Background: an optimization exercise with open tools, aiming at small area. Do not read the settings as production practice. In this exercise RTL edits were held to simulation tests only and were not proved equivalent to the original. Power and IR drop assume default switching activity.

--- flow/config.mk ---
export PLATFORM = sky130hd
export DESIGN_NAME = car_ctrl
export DESIGN_NICKNAME = car_ctrl
export VERILOG_FILES = /design/flow/design.v
export SDC_FILE = /design/flow/constraint.sdc
export NUM_CORES = 4
export LEC_CHECK = 0
export CAP_MARGIN = 20
export CORE_MARGIN = 2
export CORE_UTILIZATION = 65
export PLACE_DENSITY = 0.75
export SLEW_MARGIN = 20
--- flow/flow/abc.script ---
strash
&get -n
&deepsyn -I 4 -J 50
&put
strash
&get -n
&dch -f
&nf -R 1000
&put
topo
dnsize
--- flow/constraint.sdc ---
create_clock -name core_clock -period 10.0 [get_ports {clk}]
set_input_delay 2.0000 -clock core_clock [delete_from_list [all_inputs] [get_ports {clk}]]
set_output_delay 2.0000 -clock core_clock [all_outputs]
set_load 0.01 [all_outputs]
--- flow/design.v ---
`timescale 1ns / 1ps
module car_ctrl #(
    parameter T_PWR = 4,                                    
    parameter [8:0] S0_PWR = 9'd238,
    parameter [8:0] E_PWR  = 9'd479,  M_PWR  = 9'd477,     
    parameter T_MA = 3,                                     
    parameter [9:0] S0_MA  = 10'd441,
    parameter [9:0] E_MAL  = 10'd1002, M_MAL = 10'd993,    
    parameter [9:0] E_MAB  = 10'd64,  M_MAB  = 10'd957,    
    parameter T_C = 7,                                      
    parameter [9:0] S0_C   = 10'd41,
    parameter [9:0] E_TRG  = 10'd255, M_TRG  = 10'd836,    
    parameter [9:0] E_MEND = 10'd973, M_MEND = 10'd176,    
    parameter [9:0] E_TL   = 10'd728, M_TL   = 10'd487,    
    parameter [9:0] E_TB   = 10'd640, M_TB   = 10'd639,    
    parameter [9:0] E_BK   = 10'd408, M_BK   = 10'd957,    
    parameter [9:0] E_FW   = 10'd116, M_FW   = 10'd717,    
    parameter T_RC = 3,                                     
    parameter [9:0] S0_RC  = 10'd731,
    parameter [9:0] E_RC   = 10'd475, M_RC   = 10'd479,    
    parameter [9:0] M_RCNZ = 10'd763,                       
    parameter T_MF = 1,                                     
    parameter [5:0] S0_MF  = 6'd0,
    parameter [5:0] E_MF   = 6'd23,   M_MF   = 6'd23,      
    parameter T_MB = 1,                                     
    parameter [6:0] S0_MB  = 7'd0,
    parameter [6:0] E_MB   = 7'd93,   M_MB   = 7'd61       
    ) (
    input clk,
    input rst,
    input power,
    input [1:0] mode_selection,
    input man_reverse,
    input man_brake,
    input man_clutch,
    input up,
    input right,
    input left,
    input down,
    input middle,
    input middle_click_reverse,
    input [3:0] detector,  
    output left_light,
    output right_light,
    output [3:0] move_signal,  
    output place_barrier,
    output destroy_barrier,
    output [7:0] seg_en,
    output [7:0] seg_out0,
    output [7:0] seg_out1
    );
    wire [3:0] d = detector;
    reg p_on, p_pr;
    reg [8:0] p_cnt;
    wire brk;
    wire p_done = p_pr & (((p_cnt ^ E_PWR) & M_PWR) == 9'd0);
    always @(posedge clk) begin
        if (rst | brk) begin
            p_on <= 1'b0;
            p_pr <= 1'b0;
        end else begin
            p_on <= p_on ^ p_done;
            p_pr <= ~power & ~p_done;
        end
        p_cnt <= p_pr ? {p_cnt[7:0], ~(p_cnt[8] ^ p_cnt[T_PWR-1])} : S0_PWR;
    end
    wire ms0 = mode_selection[0], ms1 = mode_selection[1];
    wire mode_manual = p_on & ~ms0;
    wire mode_semi   = p_on & ms0 & ~ms1;
    wire mode_auto   = p_on & ms0 & ms1;
    localparam M_NS = 2'b00, M_ST = 2'b01, M_MV = 2'b10, M_BRK = 2'b11;
    reg [1:0] m_st;
    reg m_trev;
    assign brk = (m_st == M_BRK);
    reg [1:0] m_next;
    always @(*) begin
        case (m_st)
            M_NS: m_next = (~man_brake & up) ? (man_clutch ? M_ST : M_BRK) : M_NS;
            M_ST: m_next = man_brake ? M_NS : (up & ~man_clutch) ? M_MV : M_ST;
            M_MV: m_next = (m_trev != man_reverse) ? M_BRK : man_brake ? M_NS :
                           (up & ~man_clutch) ? M_MV : M_ST;
            default: m_next = M_BRK;
        endcase
    end
    always @(posedge clk) begin
        m_trev <= man_reverse;
        if (rst | ~mode_manual) m_st <= M_NS;
        else m_st <= m_next;
    end
    localparam T_W = 2'b00, T_L = 2'b01, T_R = 2'b10, T_B = 2'b11;
    reg [1:0] ma_st;
    reg [9:0] ma_cnt;
    reg [1:0] ma_next;
    always @(*) begin
        case (ma_st)
            T_W: case ({left, right, down})
                    3'b100: ma_next = T_L;
                    3'b010: ma_next = T_R;
                    3'b001: ma_next = T_B;
                    default: ma_next = T_W;
                 endcase
            T_B: ma_next = (((ma_cnt ^ E_MAB) & M_MAB) == 10'd0) ? T_W : T_B;
            default: ma_next = (((ma_cnt ^ E_MAL) & M_MAL) == 10'd0) ? T_W : ma_st;
        endcase
    end
    always @(posedge clk) begin
        if (rst | ~ms1) ma_st <= T_W;
        else ma_st <= ma_next;
        ma_cnt <= (ma_st != T_W) ? {ma_cnt[8:0], ~(ma_cnt[9] ^ ma_cnt[T_MA-1])} : S0_MA;
    end
    wire m_drive = (m_st == M_ST) | (m_st == M_MV);
    wire man_fwd = (m_st == M_MV) & ~man_reverse;
    wire man_bwd = (m_st == M_MV) & man_reverse;
    wire man_tl = m_drive & (ms1 ? (ma_st == T_L) : left);
    wire man_tr = m_drive & (ms1 ? ma_st[1] : right);
    localparam A_W = 4'b0000, A_MD = 4'b0001, A_TF = 4'b0010, A_TL = 4'b0011,
               A_TR = 4'b0100, A_TB = 4'b0101, A_BK = 4'b0110, A_FW = 4'b0111,
               A_TURN = 4'b1000, A_MOV = 4'b1001, A_MFE = 4'b1010,
               A_LOOP = 4'b1100, A_LTL = 4'b1101, A_LTR = 4'b1110, A_LTURN = 4'b1111;
    reg [3:0] a_st;
    wire a_se = (a_st == A_TF) | (a_st == A_TL) | (a_st == A_TR) | (a_st == A_TB) |
                (a_st == A_TURN) | (a_st == A_MOV) | (a_st == A_MFE);
    wire a_l3 = (a_st == A_LTL) | (a_st == A_LTR) | (a_st == A_LTURN);
    localparam S_W = 3'b001, S_TL = 3'b010, S_TR = 3'b011, S_TB = 3'b100,
               S_TURN = 3'b101, S_DM = 3'b110, S_MV = 3'b111, S_ME = 3'b000;
    reg [2:0] s_st;
    reg [1:0] t_st;
    reg [9:0] c;
    reg prev_semi;
    wire force_w = mode_semi & ~prev_semi;
    wire [2:0] s_e = force_w ? S_W : s_st;
    wire [1:0] t_e = force_w ? T_W : t_st;
    wire s_en = mode_semi | a_se;
    wire i_f = mode_semi ? up    : (a_st == A_TF);
    wire i_l = mode_semi ? left  : (a_st == A_TL);
    wire i_r = mode_semi ? right : (a_st == A_TR);
    wire i_b = mode_semi ? down  : (a_st == A_TB);
    wire c99  = ((c ^ E_TRG) & M_TRG) == 10'd0;
    wire c49  = ((c ^ E_MEND) & M_MEND) == 10'd0;
    wire c450 = ((c ^ E_TL) & M_TL) == 10'd0;
    wire c900 = ((c ^ E_TB) & M_TB) == 10'd0;
    wire c750 = ((c ^ E_BK) & M_BK) == 10'd0;
    wire c375 = ((c ^ E_FW) & M_FW) == 10'd0;
    reg [2:0] s_next;
    always @(*) begin
        case (s_e)
            S_W: begin
                if (i_f & ~i_l & ~i_r & ~i_b & ~d[3]) s_next = S_DM;
                else if (~i_f & i_l & ~i_r & ~i_b & ~d[1]) s_next = S_TL;
                else if (~i_f & ~i_l & i_r & ~i_b & ~d[0]) s_next = S_TR;
                else if (~i_f & ~i_l & ~i_r & i_b & ~d[2]) s_next = S_TB;
                else s_next = S_W;
            end
            S_TL, S_TR, S_TB: s_next = c99 ? S_TURN : s_e;
            S_TURN: s_next = (t_e == T_W) ? S_DM : S_TURN;
            S_DM: s_next = (d == 4'b0011) ? S_MV : S_DM;
            S_MV: s_next = (~d[1] | ~d[0] | d[3]) ? S_ME : S_MV;
            default: begin  
                if (c49) begin
                    case (d)
                        4'b1011: s_next = S_TB;
                        4'b1001: s_next = S_TL;
                        4'b1010: s_next = S_TR;
                        default: s_next = S_W;
                    endcase
                end else s_next = S_ME;
            end
        endcase
    end
    wire semi_fwd = (s_e == S_DM) | (s_e == S_MV) | (s_e == S_ME);
    wire loop_own = ~mode_semi;
    wire t_trl = (s_e == S_TL) | (loop_own & (a_st == A_LTL));
    wire t_trr = (s_e == S_TR) | (loop_own & (a_st == A_LTR));
    wire t_trb = (s_e == S_TB);
    wire t_en = s_en | a_l3;
    reg [1:0] t_next;
    always @(*) begin
        case (t_e)
            T_W: case ({t_trl, t_trr, t_trb})
                    3'b100: t_next = T_L;
                    3'b010: t_next = T_R;
                    3'b001: t_next = T_B;
                    default: t_next = T_W;
                 endcase
            T_B: t_next = c900 ? T_W : T_B;
            default: t_next = c450 ? T_W : t_e;
        endcase
    end
    wire c_inc = s_en ? ((s_e == S_TL) | (s_e == S_TR) | (s_e == S_TB) | (s_e == S_TURN) |
                         ((s_e == S_ME) & ~c49))
                      : ((a_st == A_LTL) | (a_st == A_LTR) | (a_st == A_FW) |
                         ((a_st == A_LTURN) & (t_st != T_W)) | ((a_st == A_BK) & ~c750));
    always @(posedge clk) begin
        prev_semi <= mode_semi;
        if (rst | ~s_en) s_st <= S_W;
        else s_st <= s_next;
        if (rst | ~t_en) t_st <= T_W;
        else t_st <= t_next;
        c <= c_inc ? {c[8:0], ~(c[9] ^ c[T_C-1])} : S0_C;
    end
    wire t_tl = (t_e == T_L);
    wire t_tr = t_e[1];
    wire a_act = mode_auto & ~rst;
    reg [3:0] a_next;
    always @(*) begin
        case (a_st)
            A_W: a_next = up ? A_MD : A_W;
            A_MD: begin
                if (~d[0]) a_next = A_TR;
                else if (~d[3]) a_next = A_TF;
                else if (~d[1]) a_next = A_TL;
                else if (~d[2]) a_next = A_TB;
                else a_next = A_W;
            end
            A_TF, A_TL, A_TR, A_TB: a_next = (s_st != S_W) ? A_TURN : a_st;
            A_TURN: a_next = (s_st == S_DM) ? ((d == 4'b0111) ? A_MFE : A_MOV) : A_TURN;
            A_MOV: begin
                if (s_st == S_TB) a_next = A_TURN;
                else if (s_st == S_W) a_next = A_MD;
                else if (near) a_next = A_LOOP;
                else a_next = A_MOV;
            end
            A_MFE: a_next = (s_st == S_W) ? A_BK : (s_st == S_TB) ? A_W : A_MFE;
            A_LOOP: begin
                case (d)
                    4'b0000, 4'b0010, 4'b0110: a_next = A_LTL;
                    4'b0101: a_next = A_LTR;
                    4'b0001, 4'b0011: a_next = A_BK;
                    default: a_next = A_W;
                endcase
            end
            A_LTL, A_LTR: a_next = (t_st != T_W) ? A_LTURN : a_st;
            A_LTURN: a_next = (t_st != T_W) ? A_LTURN : A_BK;
            A_BK: a_next = c750 ? A_FW : A_BK;
            A_FW: a_next = c375 ? A_MD : A_FW;
            default: a_next = A_W;
        endcase
    end
    wire a_fwd = a_se ? semi_fwd : (a_st == A_FW);
    wire a_bwd = (a_st == A_BK);
    wire a_tl = (a_se | a_l3) & t_tl;
    wire a_tr = (a_se | a_l3) & t_tr;
    reg [15:0] x, y, mark_x, mark_y, tmp_x, tmp_y;
    reg [1:0] dir, mark_dir, tmp_dir;
    reg remark, e_mov, trd, trig;
    reg [9:0] rc;
    wire [15:0] dx = x - mark_x;
    wire [15:0] dy = y - mark_y;
    wire near_x = (dx[15:5] == 11'd0) | ((&dx[15:5]) & (|dx[4:0]));
    wire near_y = (dy[15:5] == 11'd0) | ((&dy[15:5]) & (|dy[4:0]));
    wire near = near_x & near_y & (dir == mark_dir);
    wire turn_from = (a_st == A_TL) | (a_st == A_TR) | (a_st == A_TB) | (a_st == A_MOV);
    wire dturn = turn_from & (t_st == T_W);
    reg [1:0] dir_next;
    always @(*) begin
        dir_next = dir;
        if (dturn) begin
            case (s_st)
                S_TL: dir_next = dir - 2'd1;
                S_TR: dir_next = dir + 2'd1;
                S_TB: dir_next = dir + 2'd2;
                default: dir_next = dir;
            endcase
        end
    end
    wire step = a_fwd ^ a_bwd;
    wire plus = a_fwd ^ dir[1];
    wire [15:0] pos = dir[0] ? y : x;
    wire [15:0] pos_n = pos + {{15{~plus}}, 1'b1};
    wire rc1000 = ((rc ^ E_RC) & M_RC) == 10'd0;
    wire cap = e_mov & remark;
    always @(posedge clk) begin
        if (a_act) begin
            if (step & ~dir[0]) x <= pos_n;
            if (step & dir[0])  y <= pos_n;
        end else begin
            x <= 16'd0;
            y <= 16'd0;
        end
        dir <= a_act ? dir_next : 2'd0;
        if (~a_act) remark <= 1'b0;
        else if (((a_st == A_W) & up) | ((a_st == A_FW) & c375)) remark <= 1'b1;
        else if ((a_st == A_MOV) & (s_st == S_W)) remark <= 1'b0;
        e_mov <= a_act & (a_st == A_TURN) & (s_st == S_DM) & (d != 4'b0111);
        trd <= ~rst & cap;
        if (cap) begin
            tmp_x <= x;
            tmp_y <= y;
            tmp_dir <= dir;
        end
        if (a_act & ((|((rc ^ S0_RC) & M_RCNZ)) | trd) & ~rc1000) rc <= {rc[8:0], ~(rc[9] ^ rc[T_RC-1])};
        else rc <= S0_RC;
        trig <= a_act & rc1000;
        if (~a_act) begin
            mark_x <= 16'h4000;
            mark_y <= 16'h4000;
            mark_dir <= 2'd0;
        end else if (trig) begin
            mark_x <= tmp_x;
            mark_y <= tmp_y;
            mark_dir <= tmp_dir;
        end
        if (rst | ~mode_auto) a_st <= A_W;
        else a_st <= a_next;
    end
    wire move_forward  = mode_semi ? semi_fwd : mode_auto ? a_fwd : (mode_manual & man_fwd);
    wire move_backward = mode_auto ? a_bwd : (mode_manual & man_bwd);
    wire turn_left     = mode_semi ? t_tl : mode_auto ? a_tl : (mode_manual & man_tl);
    wire turn_right    = mode_semi ? t_tr : mode_auto ? a_tr : (mode_manual & man_tr);
    assign move_signal = {move_forward, move_backward, turn_left, turn_right};
    assign place_barrier = mode_auto ? (a_st == A_FW) : (mode_manual & middle & ~middle_click_reverse);
    assign destroy_barrier = mode_manual & middle & middle_click_reverse;
    reg [3:0] en;
    always @(posedge clk) begin
        if (rst) en <= 4'b0000;
        else if (en == 4'b0000) en <= 4'b1000;
        else en <= en >> 1;
    end
    reg [3:0] l_q;
    reg l_div, l_left, l_right;
    wire l_end = en[0] & (l_q == 4'b1000);    
    wire stay = (m_st == M_ST);
    always @(posedge clk) begin
        if (rst) begin
            l_div <= 1'b0;
            l_q <= 4'd0;
        end else begin
            if (l_end) l_div <= ~l_div;
            if (en[0]) l_q <= {l_q[2:0], ~(l_q[3] ^ l_q[2])};
        end
        if (rst) {l_left, l_right} <= 2'b00;
        else if (l_end & ~l_div) begin
            case ({stay, turn_left, turn_right})
                3'b100, 3'b111: {l_left, l_right} <= 2'b11;
                3'b110, 3'b010: {l_left, l_right} <= {~l_left, 1'b0};
                3'b101, 3'b001: {l_left, l_right} <= {1'b0, ~l_right};
                default: {l_left, l_right} <= 2'b00;
            endcase
        end
    end
    assign left_light = l_left;
    assign right_light = l_right;
    reg [5:0] f_cnt;
    reg [6:0] b_cnt;
    reg [15:0] mile;
    reg [2:0] carry;
    wire f45 = ((f_cnt ^ E_MF) & M_MF) == 6'd0;
    wire b91 = ((b_cnt ^ E_MB) & M_MB) == 7'd0;
    wire off = ~p_on;
    wire m_inc = (move_forward & f45) | (move_backward & b91);
    wire [3:0] k0 = off ? 4'd0 : mile[3:0];
    wire [3:0] k1 = off ? 4'd0 : mile[7:4];
    wire [3:0] k2 = off ? 4'd0 : mile[11:8];
    wire [3:0] k3 = off ? 4'd0 : mile[15:12];
    wire w0 = m_inc & k0[3] & k0[0];
    wire w1 = carry[0] & k1[3] & k1[0];
    wire w2 = carry[1] & k2[3] & k2[0];
    wire w3 = carry[2] & k3[3] & k3[0];
    always @(posedge clk) begin
        if (off) begin
            f_cnt <= S0_MF;
            b_cnt <= S0_MB;
        end else if (move_forward) begin
            f_cnt <= f45 ? S0_MF : {f_cnt[4:0], ~(f_cnt[5] ^ f_cnt[T_MF-1])};
        end else if (move_backward) begin
            b_cnt <= b91 ? S0_MB : {b_cnt[5:0], ~(b_cnt[6] ^ b_cnt[T_MB-1])};
        end
        if (rst) begin
            carry <= 3'b0;
            mile <= 16'd0;
        end else begin
            carry <= {w2, w1, w0};
            mile[3:0]   <= w0 ? 4'd0 : k0 + {3'd0, m_inc};
            mile[7:4]   <= w1 ? 4'd0 : k1 + {3'd0, carry[0]};
            mile[11:8]  <= w2 ? 4'd0 : k2 + {3'd0, carry[1]};
            mile[15:12] <= w3 ? 4'd0 : k3 + {3'd0, carry[2]};
        end
    end
    assign seg_en = {en, p_on ? en : 4'b0000};
    wire [1:0] mode = {p_on & ms0, p_on & ~(ms1 & ms0)};
    reg [7:0] txt1, txt0;
    always @(*) begin
        case (mode)
            2'b00: begin txt1 = 8'b1000_1110; txt0 = 8'b1000_1110; end  
            2'b01: begin txt1 = 8'b0110_1110; txt0 = 8'b1110_1110; end  
            2'b10: begin txt1 = 8'b1110_1110; txt0 = 8'b0111_1100; end  
            default: begin txt1 = 8'b1011_0110; txt0 = 8'b1001_1110; end  
        endcase
    end
    assign seg_out0 = ({8{en[2] & ~p_on}} & 8'b1111_1100) | ({8{en[1]}} & txt1) | ({8{en[0]}} & txt0);
    wire show3 = en[3] & (|mile[15:12]);
    wire show2 = en[2] & (|mile[15:8]);
    wire [3:0] dig = ({4{en[3]}} & mile[15:12]) | ({4{en[2]}} & mile[11:8]) |
                     ({4{en[1]}} & mile[7:4]) | ({4{en[0]}} & mile[3:0]);
    wire show = show3 | show2 | en[1] | en[0];
    reg [6:0] seg;
    always @(*) begin
        case (dig)
            4'd0: seg = 7'b1111_110;
            4'd1: seg = 7'b0110_000;
            4'd2: seg = 7'b1101_101;
            4'd3: seg = 7'b1111_001;
            4'd4: seg = 7'b0110_011;
            4'd5: seg = 7'b1011_011;
            4'd6: seg = 7'b1011_111;
            4'd7: seg = 7'b1110_000;
            4'd8: seg = 7'b1111_111;
            default: seg = 7'b1111_011;
        endcase
    end
    assign seg_out1 = {{7{show}} & seg, en[1]};
endmodule
--- flow/flow/run.sh ---
#!/bin/bash
# Standard ORFS layout (the standard.sh) with these changes:
#  - synthesis restructures and maps logic with an area-oriented ABC script
#    (flow/abc.script: &deepsyn, then &nf area recovery)
#    and without Yosys's full/half-adder extraction (ADDER_MAP_FILE empty);
#  - port buffers are sky130_fd_sc_hd__buf_1;
#  - clock tree: clkbuf_16 at the leaves (up to 30 flip-flops within 100 um),
#    clkbuf_4 above them, no dummy loads.
# Registers, floorplan, power grid, placement and routing are as in the
# standard flow. Each step's log is under orfs/logs; make's output goes
# to flow_make.log in the work folder.
set -euo pipefail
W=$PWD
rm -rf "$W/scripts_local"
cp -r "$FLOW_HOME/scripts" "$W/scripts_local"
cp "$W/flow/abc.script" "$W/scripts_local/abc_speed.script"
bash "$W/standard.sh" SCRIPTS_DIR="$W/scripts_local" ADDER_MAP_FILE= \
  "BUFFER_PORTS_ARGS=-buffer_cell sky130_fd_sc_hd__buf_1" \
  "CTS_ARGS=-sink_clustering_enable -repair_clock_nets -sink_clustering_size 30 -sink_clustering_max_diameter 100 -buf_list sky130_fd_sc_hd__clkbuf_16 -dont_use_dummy_load -root_buf sky130_fd_sc_hd__clkbuf_4 -tree_buf sky130_fd_sc_hd__clkbuf_4" finish > "$W/flow_make.log" 2>&1
--- flow/standard.sh ---
#!/bin/bash
# synth_recipe.tcl (not shown) runs the flow's synth.tcl, then flattens the netlist and writes it again
# the make line also repeats each setting of config.mk as NAME=value (left out here)
make -C /OpenROAD-flow-scripts/flow DESIGN_CONFIG=/design/flow/config.mk WORK_HOME=/design/flow/orfs CLKGATE_MAP_FILE= SYNTH_SCRIPT=/design/flow/synth_recipe.tcl "${@:-finish}"
==> run notes <==
==> worst max-delay path, cell delays in order <==
cell and delay [ns]:
buf_1 0.16, clkinv_1 0.17, nand3_1 0.26, nor2_1 0.16
nor2_1 0.21, o21ai_0 0.16, a21oi_1 0.28, o21a_1 0.20
xnor2_1 0.07, buf_4 0.21, or4_1 0.58, mux2_1 0.36
nor2_1 0.17, nand2_1 0.08, or2_0 0.24, mux2i_1 0.25
nand2_1 0.14, nor2_1 0.11, nor2_1 0.06, a21oi_1 0.19
nand2_1 0.19, nor3_1 0.27, o21ai_0 0.10, a21oi_1 0.12
==> final cells by class <==
class                           instances  area [sq um]
Antenna cell                            1          2.50
Sequential cell                       205          4440
Clock buffer                           11           223
Tap cell                              180           225
Fill cell                            1104          3990
Inverter                               40           150
Timing Repair Buffer                   55           233
Multi-Input combinational cell        738          4560
==> cell usage in the layout (no fill, tap or decap), types with 5 or more instances in the layout <==
master and n:
a21oi_1 70, edfxtp_1 34, mux2i_1 16, and3_1 10
nand3_1 32, nor4_1 15, nand3b_1 6, buf_1 48
clkbuf_16 8, nor3_1 19, maj3_1 7, a211oi_1 8
a22o_1 48, buf_4 7, xor2_1 18, o22ai_1 7
a31oi_1 18, clkinv_1 40, a21boi_0 5, xnor2_1 44
nand4_1 14, o21ai_0 53, o31ai_1 6, o211ai_1 5
nor3b_1 11, and2_0 25, nor2_1 76, nand2b_1 34
a32o_1 6, nor2b_1 23, or2_0 12, nand2_1 85
a21o_1 5, dfxtp_1 171, or3_1 7
==> cell usage after synthesis, types with 6 or more instances <==
library cell / count / area [sq um]
a211oi_1: 8 / 60.1
o31ai_1: 6 / 45.0
nor2_1: 78 / 293
nand3b_1: 6 / 45.0
and3_1: 10 / 62.6
nand3_1: 32 / 160
nand2_1: 85 / 319
a32o_1: 6 / 60.1
dfxtp_1: 171 / 3420
xor2_1: 18 / 158
nor3b_1: 11 / 82.6
clkinv_1: 40 / 150
edfxtp_1: 34 / 1020
buf_4: 6 / 45.0
nand4_1: 14 / 87.6
a21oi_1: 70 / 350
nand2b_1: 34 / 213
xnor2_1: 44 / 385
or3_1: 7 / 43.8
nor2b_1: 23 / 144
and2_0: 27 / 169
or2_0: 12 / 75.1
o21ai_0: 53 / 265
o22ai_1: 7 / 43.8
a22o_1: 48 / 420
maj3_1: 7 / 70.1
a31oi_1: 18 / 113
nor3_1: 19 / 95.1
mux2i_1: 16 / 160
nor4_1: 15 / 93.8
==> per-stage QoR <==
step	hold WS (ns)	total power, mW	util (%)
2_1_floorplan	0.386	0.882	-
3_3_place_gp	0.392	0.896	69.5
3_5_place_dp	0.400	0.897	69.5
4_1_cts	0.426	1.28	71.1
5_1_grt	0.443	1.32	71.1
6_report	0.420	1.28	71.1
==> kinds of logic after synthesis <==
kind of cell / synth area share [%]
muxes: 1.99
AOI/OAI and AO/OA: 18.8
adders and majority gates: 0.762
other: 0.0408
DFF: 48.4
and+or+nand+nor: 22.0
buffers and inverters: 2.12
xor gates and xnor gates: 5.91
==> how the worst max path moves through the flow <==
stage	endpoint	cells past startpoint	slack, ns
final	y[15]	24	3.79
after global placement	x[15]	25	3.49
after global routing	x[15]	25	3.28
after detailed placement	x[15]	25	3.27
after CTS	y[15]	24	3.85
after floorplan	y[15]	23	3.72
==> power by group <==
part	internal [mW]	total [mW]	leakage [nW]	switching, mW
clock	0.157	0.400	0.112	0.243
sequential	0.840	0.847	1.62	0.00625
combinational	0.0117	0.0312	1.61	0.0195
==> routing by layer <==
| layer | vias to the layer above | track usage [%] | share of wire (%) |
|---|---|---|---|
| met2 | 235 | 43.2 | 46 |
| met5 | - | 0 | 0 |
| met1 | 3499 | 37.2 | 46 |
| met4 | 0 | 6.97 | 1.9 |
| met3 | 32 | 2.95 | 6.0 |
| li1 | 3744 | - | - |
==> state kept, by name (all words and copies together), names as in the netlist, 4 cells and up <==
register and count:
mark_x 16, mark_y 16, mile 16, tmp_x 16, tmp_y 16, x 16
y 16, c 10, ma_cnt 10, rc 10, p_cnt 9, b_cnt 7
f_cnt 6, a_st 4, en 4, l_q 4
==> impl_metrics.tcl <==
set metrics [dict create \
    synth_enable_flop_cells 34 \
    status "complete, no violations" \
    dieArea_sq_um 15100 \
    cp-start-kind "input port" \
    required_ns 10.52 \
    leakage_nw 3.34 \
    cp_max_fo 18 \
    synth.avg_cell_area_sq_um 9.29 \
    pre_cts_ws_ns 3.27 \
    coreArea_sq_um 13800 \
    synth_seq_cells 205 \
    r2r_end "y[15]" \
    cts_tree "built" \
    drv_cap 0 \
    grt_start_max_net_pins 36 \
    placed_cell_area_sq_um 9610 \
    cts.repair.resized 0 \
    drv_slew 0 \
    first_iter_violations 572 \
    setup_ws_ns 3.79 \
    yosysSeqAreaShare_pct 48.4 \
    setup_tns_ns 0 \
    drt-pass1-iter-count 6 \
    grt_pass1_wl_um 32100 \
    stdcell_count 1230 \
    hold_path_class "reg -> reg" \
    die_h_um 123 \
    vias 7510 \
    critPathCaptureType "flop" \
    hold_viol 0 \
    syn_area_sq_um 9190 \
    post_cts_buffers 0 \
    place_congestion 0.907 \
    die_w_um 123 \
    fmax_ghz 0.161 \
    rsz0062_at_grt "no" \
    final_area_sq_um 9830 \
    io_buffers 48 \
    root_buffer "clkbuf_4" \
    core.rowCount 43 \
    reg2reg_from "p_on" \
    hold_depth 1 \
    drtAntennaViolNets 0 \
    relSlewSlack_pct 39.4 \
    antenna_found_initial 1 \
    cp.arrival_ns 6.73 \
    cts_max_level 1 \
    yosys_warnings 1 \
    synthCells 989 \
    synthToLayoutAreaGrowth_pct 7.01 \
    finalSetupViolCount 0 \
    overflow 0 \
    dp_cells 1218 \
    ys.flop_type "dfxtp_1" \
    holdPathEnd "p_cnt[6]" \
    initial_utilization_pct 66.5 \
    ff2ff_setup_slack_ns 4.69 \
    synth-async-reset-ratio_pct 0 \
    wirelength_um 20200 \
    ir_worst_vdd_v 0.000159 \
    grt_use_total_pct 26.3 \
    postCtsHoldBufs 0 \
    drive_gt1_share_pct 2.00 \
    clkLatencyLatePin_ns 0.57 \
    io_pins 50 \
    clock-sinks 205 \
    path_class "in -> reg" \
    first_global_vias 6492 \
    viasPerCell 6.11 \
    clk_pin_slew_worst_paths_ns 0.11 \
    skew_ns 0.0354 \
    cts_buffers 11 \
    power_per_cell_area_nw_per_um2 130 \
    min_from "p_cnt[5]" \
    synth_nets 1007 \
    hpwl_um 14300 \
    critPathLaunch "mode_selection[1]" \
    wire_per_inst_um 16.5 \
    worstMarginPinSlew_ns 0.909 \
    fin_crit_sh_pct 62.1 \
    worstRegToRegCells 22 \
    remaining_drc_errors 0 \
    synth.distinct_cells 58 \
    fin_nets 1069 \
    fin_crit_ns 6.21 \
    cts_buffer_depth 3 \
]

[static timing again, ports no longer ideal]
No port has a modelled driver above. Below, the same layout with a new extraction and two added sets of constraints. Step 1 (the two cells are an assumption about what drives the block):
set clk [get_ports {clk}]
set_driving_cell -lib_cell sky130_fd_sc_hd__clkbuf_16 $clk
set_driving_cell -lib_cell sky130_fd_sc_hd__buf_2 [delete_from_list [all_inputs] $clk]
Step 2 moves the port delays by t, midway between the first and last clock arrival at a register: inputs arrive t later, outputs are due t later. That takes back most of the time a late clock gives input paths. Three values: ideal, step 1, step 2; two values: the first two.
shift t [ns]: 0.591
slack for setup (ns): 3.789 / 3.786 / 3.194
worst setup path at the end: input to register
worst slew at a driven data input, ns: 0.07
After both steps setup and hold are still met in this run. For this run, drivers alone change the setup slack by -0.003 ns; drivers and shift together by -0.595 ns.
